This design comes from an exercise in tuning for small area on the open sky130 flow, not from production work. Only simulation tests tie the RTL to the original design; equivalence was not proved. The clock port is modelled as an ideal driver; clocking choices that lean on that would not hold on a real chip. Power and IR drop assume default switching activity.

==> inputs of run P <==
==> flow/design.v <==
module Pin_Verify
(
input        clock_in,
input        sys_reset,
input        Button_input0,
input        Button_input1,
input        Button_input2,
input        Button_input3,
output reg   PIN_TRUE,
output reg   PIN_FALSE,
output [6:0] seg0,
output [6:0] seg1,
output [6:0] seg2,
output [6:0] seg3,
output [6:0] seg4,
output [6:0] seg5,
output [6:0] redled_out
);
reg  [4:0] dc;
wire rise = ~dc[0] & ~dc[1] & ~dc[3];
always @(posedge clock_in)
	if (sys_reset) dc <= 5'b00111;
	else if (rise) dc <= 5'b01111;
	else           dc <= {dc[3:0], dc[4] ^ dc[2]};
reg        h;
reg  [9:0] c1;
wire c1_term = (c1 == 10'h29b);
wire c1_top  = &c1[8:1];
wire tick    = c1_top & c1[0];
wire tick_d  = c1_top & ~c1[0] & c1[9] & h;
wire clk_en  = h;
always @(posedge clock_in)
	if (sys_reset | (c1_term & ~h)) begin h <= 1'b1; c1 <= 10'h3ff; end
	else if (c1_term)               begin h <= 1'b0; c1 <= 10'h3fe; end
	else                            c1 <= {c1[8:0], c1[9] ^ c1[6]};
wire [3:0] bin = ~{Button_input3, Button_input2, Button_input1, Button_input0};
reg  [4:0] cnt [3:0];
reg  [3:0] db;
genvar i;
generate for (i = 0; i < 4; i = i + 1) begin : g_db
	wire [4:0] x = cnt[i] ~^ {5{bin[i]}};
	wire a1 = x[0];
	wire a2 = a1 & x[1];
	wire a3 = a2 & x[2];
	wire a4 = a3 & x[3];
	wire e  = rise & ~(a4 & x[4]);
	wire [4:0] t = {e & a4, e & a3, e & a2, e & a1, e};
	wire [4:0] c = cnt[i];
	always @(posedge clock_in)
		if (sys_reset) begin
			cnt[i] <= 5'd0;
			db[i]  <= 1'b0;
		end else begin
			db[i]  <= db[i] ? (c[4] | c[3] | c[2] | (c[1] & c[0]))
			                : (c[4] & c[3] & c[2] & (c[1] | c[0]));
			cnt[i] <= c ^ t;
		end
end endgenerate
wire db_zero   = (db == 4'b0000);
wire db_onehot = (db == 4'b0001) | (db == 4'b0010) | (db == 4'b0100) | (db == 4'b1000);
reg  bflag;      
reg  rep;        
reg  [2:0] tmo;  
wire report = db_onehot & ~bflag;
wire [2:0] tmo_a = report ? 3'd0 : tmo;
wire [2:0] tmo_b = tick ? {tmo_a[1:0], ~tmo_a[2]} : tmo_a;
wire clr = tick_d & ~tmo[2] & ~tmo[0];
always @(posedge clock_in)
	if (sys_reset) begin
		bflag <= 1'b0;
		rep   <= 1'b0;
		tmo   <= 3'd0;
	end else begin
		if (db_zero)     bflag <= 1'b0;
		else if (report) bflag <= 1'b1;
		rep <= report;
		tmo <= (tmo_b == 3'b100) ? 3'd0 : tmo_b;
	end
reg       L, j2;
reg [2:0] k;
reg       e1, q;
reg       g;
reg       mf;
wire [2:0] ke = q ? 3'b000 : k;    
wire hit  = ke[1] ? (ke[0] ? db[3] : db[2]) : (ke[0] ? db[1] : db[0]);
wire k5    = ke[2] & ke[0];
wire judge = rep & k5 & (~L | g);
wire ok    = mf & hit;
wire j1    = e1 & k[2] & k[0] & ~g;
always @(posedge clock_in)
	if (sys_reset) begin
		L <= 1'b0; j2 <= 1'b0;
		k <= 3'b000; e1 <= 1'b0; q <= 1'b0; g <= 1'b0; mf <= 1'b1;
		PIN_TRUE <= 1'b0; PIN_FALSE <= 1'b0;
	end else begin
		j2 <= j1;
		e1 <= rep;
		q  <= clr & g;
		if (judge & ok) L <= ~L;
		if (judge) begin
			PIN_TRUE  <= ok;
			PIN_FALSE <= ~ok;
		end
		if (clr) begin
			if (~g) k <= 3'b000;
			g  <= 1'b0;
			mf <= 1'b1;
		end else begin
			if (q | j1)  k <= 3'b000;
			else if (e1) k <= {k[0] ? (k[1] & ~k[2]) : k[2], k[0] ? ~k[2] : k[1], ~k[0]};
			if (judge) begin
				g  <= 1'b0;
				mf <= 1'b1;
			end else if (rep) begin
				if (k5) g <= 1'b1;
				mf <= ok;
			end
		end
	end
wire pin_flag = j2 & PIN_FALSE;
wire s = L ^ ((j1 | j2) & PIN_TRUE);
assign redled_out = {1'b0, 1'b1, k[0] | k[1] | k[2], k[1] | k[2], k[2] | (k[1] & k[0]), k[2], k[2] & k[0]};
reg ef;    
reg ec;    
reg cf;    
wire inc = ef & clk_en & ~cf;
always @(posedge clock_in)
	if (sys_reset) begin
		ef <= 1'b0; ec <= 1'b0; cf <= 1'b0;
	end else begin
		if (ef) cf <= clk_en;
		if (pin_flag) begin
			ef <= 1'b1; ec <= 1'b0;
		end else if (inc) begin
			if (ec) ef <= 1'b0;
			ec <= 1'b1;
		end
	end
localparam seg_C = 7'b0100111, seg_L = 7'b1000111, seg_O = 7'b1000000,
           seg_S = 7'b0010010, seg_E = 7'b0000110, seg_D = 7'b0100001,
           seg_P = 7'b0001100, seg_N = 7'b0101011, seg_R = 7'b0101111,
           seg_CL = 7'b1111111;
assign seg5 = ef ? seg_E  : s ? seg_O  : seg_C;
assign seg4 = ef ? seg_R  : s ? seg_P  : seg_L;
assign seg3 = ef ? seg_R  : s ? seg_E  : seg_O;
assign seg2 = ef ? seg_O  : s ? seg_N  : seg_S;
assign seg1 = ef ? seg_R  : s ? seg_CL : seg_E;
assign seg0 = ef ? seg_CL : s ? seg_CL : seg_D;
endmodule
==> flow/flow/run.sh <==
#!/bin/bash
# Own layout flow: ORFS with four changes.
#  1. Synthesis is synth_recipe.tcl (the standard synthesis) except for the
#     ABC step: ABC runs once per flow/abc*.script (AIG resynthesis with
#     &deepsyn, then area-oriented mapping with &nf; the first two scripts
#     stop &deepsyn by step count, so they give the same result every run)
#     on the same design and the smallest result is kept
#     (flow/best_abc.tcl). Registers are mapped before ABC, as in the
#     standard synthesis, so they come out the same.
#  2. Ports are buffered with sky130_fd_sc_hd__buf_1.
#  3. Before CTS the registers are split by position into two groups, each
#     driven by its own clkbuf_16 on the clock port (flow/prects.tcl); CTS
#     then finds the clock already buffered and leaves it alone.
#  4. Constant outputs share the tie cells Yosys made (no tie cell per port).
# Each tool's output goes to a log file in this folder (make.log, with the
# per-step ORFS logs under orfs/logs/) and write_def.log.
set -euo pipefail
W=$(pwd)
F=$W/flow
sed 's#^  log_cmd abc {\*}\$abc_args#  best_abc $abc_args#' \
  "$FLOW_HOME/scripts/synth.tcl" > "$W/synth_orfs_best.tcl"
grep -q "best_abc \$abc_args" "$W/synth_orfs_best.tcl"
{
  echo "source $F/best_abc.tcl"
  sed "s#source \$::env(SCRIPTS_DIR)/synth.tcl#source $W/synth_orfs_best.tcl#" "$W/synth_recipe.tcl"
} > "$W/synth_best.tcl"
grep -q "synth_orfs_best.tcl" "$W/synth_best.tcl"
export BEST_ABC_SCRIPTS="$(ls "$F"/abc*.script | tr '\n' ' ')"
make -C "$FLOW_HOME" DESIGN_CONFIG="$W/config.mk" WORK_HOME="$W/orfs" CLKGATE_MAP_FILE= \
  SYNTH_SCRIPT="$W/synth_best.tcl" \
  "BUFFER_PORTS_ARGS=-buffer_cell sky130_fd_sc_hd__buf_1" \
  "CTS_ARGS=-sink_clustering_enable -repair_clock_nets -dont_use_dummy_load" \
  PRE_CTS_TCL="$F/prects.tcl" NCLK=2 CLKBUF=sky130_fd_sc_hd__clkbuf_16 \
  SKIP_REPAIR_TIE_FANOUT=1 \
  finish > "$W/make.log" 2>&1
R=$W/orfs/results/sky130hd/Pin_Verify/base
: # left out here: write the final layout as DEF
==> flow/flow/abc0.script <==
strash; &get -n; &deepsyn -I 1 -J 1000 -S 6; &put; strash; &get -n; &dch; &nf -a -p -R 1000 -F 8 -A 8 -C 32; &put
==> flow/flow/abc1.script <==
strash; &get -n; &deepsyn -I 1 -J 1000 -S 5; &put; strash; &get -n; &dch; &nf -a -p -R 1000 -F 8 -A 8 -C 32; &put
==> flow/flow/abc2.script <==
strash; &get -n; &deepsyn -T 20 -S 3; &put; strash; &get -n; &dch -f; &nf -a -p -R 1000 -F 8 -A 8 -C 32; &put
==> flow/flow/best_abc.tcl <==
# Run ABC once per script listed in $::env(BEST_ABC_SCRIPTS) on the same
# pre-ABC design and keep the result with the smallest cell area.
proc best_abc { abc_args } {
  set scripts $::env(BEST_ABC_SCRIPTS)
  set lib [lindex $::env(LIB_FILES) 0]
  yosys design -save pre_best_abc
  set best_area 1e30
  set best_i -1
  set i 0
  foreach sc $scripts {
    yosys design -load pre_best_abc
    set a [lreplace $abc_args 1 1 $sc]
    yosys abc {*}$a
    yosys opt_clean
    set st [yosys tee -q -s result.string stat -liberty $lib]
    set area 1e30
    regexp {Chip area for module [^:]*: ([0-9.]+)} $st -> area
    puts "best_abc: script $sc area $area"
    if {$area < $best_area} {
      set best_area $area
      set best_i $i
      yosys design -save best_abc_result
    }
    incr i
  }
  puts "best_abc: chose [lindex $scripts $best_i] area $best_area"
  yosys design -load best_abc_result
}
==> flow/flow/prects.tcl <==
# Clock buffering before CTS: split the registers into NCLK groups by
# position (k-means) and drive each group from its own clock buffer on the
# clock port; CTS then finds the clock net already buffered and skips it.
set ncl [expr {[info exists ::env(NCLK)] ? $::env(NCLK) : 3}]
set bcell [expr {[info exists ::env(CLKBUF)] ? $::env(CLKBUF) : "sky130_fd_sc_hd__clkbuf_8"}]
set blk [ord::get_db_block]
set dbu [$blk getDbUnitsPerMicron]
set pins {}
foreach it [[$blk findNet clock_in] getITerms] {
  set inst [$it getInst]
  set bb [$inst getBBox]
  lappend pins [list [$inst getName] [$it getMTerm] [expr {([$bb xMin]+[$bb xMax])/2.0/$dbu}] [expr {([$bb yMin]+[$bb yMax])/2.0/$dbu}]]
}
set n [llength $pins]
# initial centres: spread along x order
set sorted [lsort -real -index 2 $pins]
set cent {}
for {set c 0} {$c < $ncl} {incr c} {
  set p [lindex $sorted [expr {int(($c + 0.5) * $n / $ncl)}]]
  lappend cent [list [lindex $p 2] [lindex $p 3]]
}
for {set iter 0} {$iter < 20} {incr iter} {
  set sx {}; set sy {}; set sn {}
  for {set c 0} {$c < $ncl} {incr c} { lappend sx 0.0; lappend sy 0.0; lappend sn 0 }
  set asg {}
  foreach p $pins {
    set best 0; set bd 1e30
    for {set c 0} {$c < $ncl} {incr c} {
      set dx [expr {[lindex $p 2] - [lindex $cent $c 0]}]
      set dy [expr {[lindex $p 3] - [lindex $cent $c 1]}]
      set d [expr {$dx*$dx + $dy*$dy}]
      if {$d < $bd} { set bd $d; set best $c }
    }
    lappend asg $best
    lset sx $best [expr {[lindex $sx $best] + [lindex $p 2]}]
    lset sy $best [expr {[lindex $sy $best] + [lindex $p 3]}]
    lset sn $best [expr {[lindex $sn $best] + 1}]
  }
  for {set c 0} {$c < $ncl} {incr c} {
    if {[lindex $sn $c] > 0} {
      lset cent $c [list [expr {[lindex $sx $c] / [lindex $sn $c]}] [expr {[lindex $sy $c] / [lindex $sn $c]}]]
    }
  }
}
for {set c 0} {$c < $ncl} {incr c} {
  set loads {}
  foreach p $pins a $asg {
    if {$a == $c} { lappend loads [get_pins "[lindex $p 0]/[[lindex $p 1] getName]"] }
  }
  if {[llength $loads] == 0} continue
  puts "clock group $c: [llength $loads] sinks at [lindex $cent $c]"
  insert_buffer -buffer_cell $bcell -net clock_in -load_pins $loads \
    -location [lindex $cent $c] -buffer_name clkbuf_g$c
}
==> flow/standard.sh <==
#!/bin/bash
# synth_recipe.tcl (not shown) runs the flow's synth.tcl, then flattens the netlist and writes it again
# the make line also repeats each setting of config.mk as NAME=value (left out here)
make -C /OpenROAD-flow-scripts/flow DESIGN_CONFIG=/design/flow/config.mk WORK_HOME=/design/flow/orfs CLKGATE_MAP_FILE= SYNTH_SCRIPT=/design/flow/synth_recipe.tcl "${@:-finish}"
==> flow/config.mk <==
export PLATFORM = sky130hd
export DESIGN_NAME = Pin_Verify
export DESIGN_NICKNAME = Pin_Verify
export VERILOG_FILES = /design/flow/design.v
export SDC_FILE = /design/flow/constraint.sdc
export NUM_CORES = 4
export LEC_CHECK = 0
export CAP_MARGIN = 20
export CORE_MARGIN = 2
export CORE_UTILIZATION = 40
export SLEW_MARGIN = 20
==> flow/constraint.sdc <==
create_clock -name core_clock -period 10.0 [get_ports {clock_in}]
set_input_delay 2.0000 -clock core_clock [delete_from_list [all_inputs] [get_ports {clock_in}]]
set_output_delay 2.0000 -clock core_clock [all_outputs]
set_load 0.01 [all_outputs]
==> inputs of run G, as changes to run P <==
--- a/flow/design.v
+++ b/flow/design.v
@@ -64,6 +64,6 @@
 wire report = db_onehot & ~bflag;
 wire [2:0] tmo_a = report ? 3'd0 : tmo;
-wire [2:0] tmo_b = tick ? {tmo_a[1:0], ~tmo_a[2]} : tmo_a;
-wire clr = tick_d & ~tmo[2] & ~tmo[0];
+wire [2:0] tmo_b = tick ? tmo_a + 3'd1 : tmo_a;
+wire clr = tick_d & (tmo == 3'd0);
 always @(posedge clock_in)
 	if (sys_reset) begin
@@ -75,26 +75,27 @@
 		else if (report) bflag <= 1'b1;
 		rep <= report;
-		tmo <= (tmo_b == 3'b100) ? 3'd0 : tmo_b;
+		tmo <= (tmo_b == 3'd5) ? 3'd0 : tmo_b;
 	end
-reg       L, j2;
+reg       L, j1, j2;
 reg [2:0] k;
-reg       e1, q;
 reg       g;
 reg       mf;
-wire [2:0] ke = q ? 3'b000 : k;    
-wire hit  = ke[1] ? (ke[0] ? db[3] : db[2]) : (ke[0] ? db[1] : db[0]);
-wire k5    = ke[2] & ke[0];
+reg [2:0] r;       
+wire key0 = ~k[2] & ~k[0];
+wire key1 = ~k[1] &  k[0];
+wire key2 =  k[1] & (k[2] ^ k[0]);
+wire key3 =  k[2] & (k[1] ~^ k[0]);
+wire hit  = (db[0] & key0) | (db[1] & key1) | (db[2] & key2) | (db[3] & key3);
+wire k5    = k[2] & ~k[1];
 wire judge = rep & k5 & (~L | g);
 wire ok    = mf & hit;
-wire j1    = e1 & k[2] & k[0] & ~g;
 always @(posedge clock_in)
 	if (sys_reset) begin
-		L <= 1'b0; j2 <= 1'b0;
-		k <= 3'b000; e1 <= 1'b0; q <= 1'b0; g <= 1'b0; mf <= 1'b1;
+		L <= 1'b0; j1 <= 1'b0; j2 <= 1'b0;
+		k <= 3'b000; g <= 1'b0; mf <= 1'b1; r <= 3'b000;
 		PIN_TRUE <= 1'b0; PIN_FALSE <= 1'b0;
 	end else begin
+		j1 <= judge;
 		j2 <= j1;
-		e1 <= rep;
-		q  <= clr & g;
 		if (judge & ok) L <= ~L;
 		if (judge) begin
@@ -103,14 +104,16 @@
 		end
 		if (clr) begin
-			if (~g) k <= 3'b000;
+			if (~g) r <= 3'b000;
+			k  <= 3'b000;
 			g  <= 1'b0;
 			mf <= 1'b1;
 		end else begin
-			if (q | j1)  k <= 3'b000;
-			else if (e1) k <= {k[0] ? (k[1] & ~k[2]) : k[2], k[0] ? ~k[2] : k[1], ~k[0]};
+			r <= k;
 			if (judge) begin
+				k  <= 3'b000;
 				g  <= 1'b0;
 				mf <= 1'b1;
 			end else if (rep) begin
+				k  <= {k[1:0], ~k[2]};
 				if (k5) g <= 1'b1;
 				mf <= ok;
@@ -120,5 +123,5 @@
 wire pin_flag = j2 & PIN_FALSE;
 wire s = L ^ ((j1 | j2) & PIN_TRUE);
-assign redled_out = {1'b0, 1'b1, k[0] | k[1] | k[2], k[1] | k[2], k[2] | (k[1] & k[0]), k[2], k[2] & k[0]};
+assign redled_out = {1'b0, 1'b1, r[0] | r[2], r[1] | r[2], r[2], r[2] & ~r[0], r[2] & ~r[1]};
 reg ef;    
 reg ec;    
==> flow/flow/run.sh (replaced) <==
#!/bin/bash
# Own layout flow: ORFS with three changes.
#  1. Synthesis is synth_recipe.tcl (the standard synthesis) with ORFS's ABC
#     script replaced by flow/abc.script (area-oriented mapping).
#  2. Ports are buffered with sky130_fd_sc_hd__buf_1.
#  3. Before CTS the registers are split by position into two groups, each
#     driven by its own clkbuf_16 on the clock port (flow/prects.tcl); CTS
#     then finds the clock already buffered and leaves it alone.
set -euo pipefail
W=$(pwd)
F=$W/flow
sed "s#^source \$::env(SCRIPTS_DIR)/synth_preamble.tcl#&\nset abc_args [lreplace \$abc_args 1 1 $F/abc.script]#" \
  "$FLOW_HOME/scripts/synth.tcl" > "$W/synth_orfs_area.tcl"
grep -q "abc.script" "$W/synth_orfs_area.tcl"
sed "s#source \$::env(SCRIPTS_DIR)/synth.tcl#source $W/synth_orfs_area.tcl#" \
  "$W/synth_recipe.tcl" > "$W/synth_area.tcl"
grep -q "synth_orfs_area.tcl" "$W/synth_area.tcl"
make -C "$FLOW_HOME" DESIGN_CONFIG="$W/config.mk" WORK_HOME="$W/orfs" CLKGATE_MAP_FILE= \
  SYNTH_SCRIPT="$W/synth_area.tcl" \
  "BUFFER_PORTS_ARGS=-buffer_cell sky130_fd_sc_hd__buf_1" \
  "CTS_ARGS=-sink_clustering_enable -repair_clock_nets -dont_use_dummy_load" \
  PRE_CTS_TCL="$F/prects.tcl" NCLK=2 CLKBUF=sky130_fd_sc_hd__clkbuf_16 \
  finish > "$W/make.log" 2>&1
R=$W/orfs/results/sky130hd/Pin_Verify/base
: # left out here: write the final layout as DEF
==> flow/flow/abc.script (new file) <==
strash; &get -n; &deepsyn -T 20; &put; strash; &get -n; &dch -f; &nf -a -R 1000; &put
removed: flow/flow/abc0.script
removed: flow/flow/abc1.script
removed: flow/flow/abc2.script
removed: flow/flow/best_abc.tcl
==> inputs of run R, as changes to run P <==
--- a/flow/design.v
+++ b/flow/design.v
@@ -64,6 +64,6 @@
 wire report = db_onehot & ~bflag;
 wire [2:0] tmo_a = report ? 3'd0 : tmo;
-wire [2:0] tmo_b = tick ? {tmo_a[1:0], ~tmo_a[2]} : tmo_a;
-wire clr = tick_d & ~tmo[2] & ~tmo[0];
+wire [2:0] tmo_b = tick ? tmo_a + 3'd1 : tmo_a;
+wire clr = tick_d & (tmo == 3'd0);
 always @(posedge clock_in)
 	if (sys_reset) begin
@@ -75,26 +75,27 @@
 		else if (report) bflag <= 1'b1;
 		rep <= report;
-		tmo <= (tmo_b == 3'b100) ? 3'd0 : tmo_b;
+		tmo <= (tmo_b == 3'd5) ? 3'd0 : tmo_b;
 	end
-reg       L, j2;
+reg       L, j1, j2;
 reg [2:0] k;
-reg       e1, q;
 reg       g;
 reg       mf;
-wire [2:0] ke = q ? 3'b000 : k;    
-wire hit  = ke[1] ? (ke[0] ? db[3] : db[2]) : (ke[0] ? db[1] : db[0]);
-wire k5    = ke[2] & ke[0];
+reg [2:0] r;       
+wire key0 = ~k[2] & ~k[0];
+wire key1 = ~k[1] &  k[0];
+wire key2 =  k[1] & (k[2] ^ k[0]);
+wire key3 =  k[2] & (k[1] ~^ k[0]);
+wire hit  = (db[0] & key0) | (db[1] & key1) | (db[2] & key2) | (db[3] & key3);
+wire k5    = k[2] & ~k[1];
 wire judge = rep & k5 & (~L | g);
 wire ok    = mf & hit;
-wire j1    = e1 & k[2] & k[0] & ~g;
 always @(posedge clock_in)
 	if (sys_reset) begin
-		L <= 1'b0; j2 <= 1'b0;
-		k <= 3'b000; e1 <= 1'b0; q <= 1'b0; g <= 1'b0; mf <= 1'b1;
+		L <= 1'b0; j1 <= 1'b0; j2 <= 1'b0;
+		k <= 3'b000; g <= 1'b0; mf <= 1'b1; r <= 3'b000;
 		PIN_TRUE <= 1'b0; PIN_FALSE <= 1'b0;
 	end else begin
+		j1 <= judge;
 		j2 <= j1;
-		e1 <= rep;
-		q  <= clr & g;
 		if (judge & ok) L <= ~L;
 		if (judge) begin
@@ -103,14 +104,16 @@
 		end
 		if (clr) begin
-			if (~g) k <= 3'b000;
+			if (~g) r <= 3'b000;
+			k  <= 3'b000;
 			g  <= 1'b0;
 			mf <= 1'b1;
 		end else begin
-			if (q | j1)  k <= 3'b000;
-			else if (e1) k <= {k[0] ? (k[1] & ~k[2]) : k[2], k[0] ? ~k[2] : k[1], ~k[0]};
+			r <= k;
 			if (judge) begin
+				k  <= 3'b000;
 				g  <= 1'b0;
 				mf <= 1'b1;
 			end else if (rep) begin
+				k  <= {k[1:0], ~k[2]};
 				if (k5) g <= 1'b1;
 				mf <= ok;
@@ -120,5 +123,5 @@
 wire pin_flag = j2 & PIN_FALSE;
 wire s = L ^ ((j1 | j2) & PIN_TRUE);
-assign redled_out = {1'b0, 1'b1, k[0] | k[1] | k[2], k[1] | k[2], k[2] | (k[1] & k[0]), k[2], k[2] & k[0]};
+assign redled_out = {1'b0, 1'b1, r[0] | r[2], r[1] | r[2], r[2], r[2] & ~r[0], r[2] & ~r[1]};
 reg ef;    
 reg ec;    
==> flow/flow/run.sh (replaced) <==
#!/bin/bash
# Own layout flow: ORFS with four changes.
#  1. Synthesis is synth_recipe.tcl (the standard synthesis) with ORFS's ABC
#     script replaced by flow/abc.script (area-oriented mapping).
#  2. Ports are buffered with sky130_fd_sc_hd__buf_1.
#  3. Before CTS the registers are split by position into two groups, each
#     driven by its own clkbuf_16 on the clock port (flow/prects.tcl); CTS
#     then finds the clock already buffered and leaves it alone.
#  4. Constant outputs share the tie cells Yosys made (no tie cell per port).
set -euo pipefail
W=$(pwd)
F=$W/flow
sed "s#^source \$::env(SCRIPTS_DIR)/synth_preamble.tcl#&\nset abc_args [lreplace \$abc_args 1 1 $F/abc.script]#" \
  "$FLOW_HOME/scripts/synth.tcl" > "$W/synth_orfs_area.tcl"
grep -q "abc.script" "$W/synth_orfs_area.tcl"
sed "s#source \$::env(SCRIPTS_DIR)/synth.tcl#source $W/synth_orfs_area.tcl#" \
  "$W/synth_recipe.tcl" > "$W/synth_area.tcl"
grep -q "synth_orfs_area.tcl" "$W/synth_area.tcl"
make -C "$FLOW_HOME" DESIGN_CONFIG="$W/config.mk" WORK_HOME="$W/orfs" CLKGATE_MAP_FILE= \
  SYNTH_SCRIPT="$W/synth_area.tcl" \
  "BUFFER_PORTS_ARGS=-buffer_cell sky130_fd_sc_hd__buf_1" \
  "CTS_ARGS=-sink_clustering_enable -repair_clock_nets -dont_use_dummy_load" \
  PRE_CTS_TCL="$F/prects.tcl" NCLK=2 CLKBUF=sky130_fd_sc_hd__clkbuf_16 \
  SKIP_REPAIR_TIE_FANOUT=1 \
  finish > "$W/make.log" 2>&1
R=$W/orfs/results/sky130hd/Pin_Verify/base
: # left out here: write the final layout as DEF
==> flow/flow/abc.script (new file) <==
strash; &get -n; &deepsyn -T 20; &put; strash; &get -n; &dch -f; &nf -a -p -R 1000 -F 8 -A 8 -C 32; &put
removed: flow/flow/abc0.script
removed: flow/flow/abc1.script
removed: flow/flow/abc2.script
removed: flow/flow/best_abc.tcl
==> run notes <==
Run P finished with timing, DRC and antenna clean. Run G ran to the end with no violations. Run R produced a clean layout. In combinational power, run G and run R hardly differ. Clock power: run P is smaller than run G (about 2%). The highest final area belongs to run G, the lowest to run P. Of run R and run G, run G has the higher via count (gap about 7%, measured against run G). Between run R and run P, the lower fmax is in run P (gap 14%, measured against run P). Hold slack, highest first: run R, run P, run G. In run G the area after synthesis is larger than in run P, by about 4%. In critical path depth, run G and run R do not differ. Against run G, the cell count of run R is smaller by about 7%.

[separate check: timing with driven ports]
No port has a modelled driver above. Below, the same layouts with a new extraction and two added sets of constraints.
Step 1: set_driving_cell puts a clkbuf_16 on clock_in and a buf_2 on each other input, an assumption about the parent block.
Step 2 moves the port delays by t, midway between the first and last clock arrival at a register: inputs arrive t later, outputs are due t later. That takes back most of the time a late clock gives input paths.
Three values: no drivers, after step 1, after step 2; two values: the first two.
run	t, ns	setup WS [ns]	pins driven straight from the clock port
run P	0.209	5.968 / 5.924 / 6.133	2
run G	0.214	6.483 / 6.438 / 6.524	2
run R	0.211	6.469 / 6.423 / 6.312	2
After both steps setup and hold are still met in every run listed. For run R, which loses most, drivers alone change the setup slack by -0.046 ns; drivers and shift together by -0.157 ns.
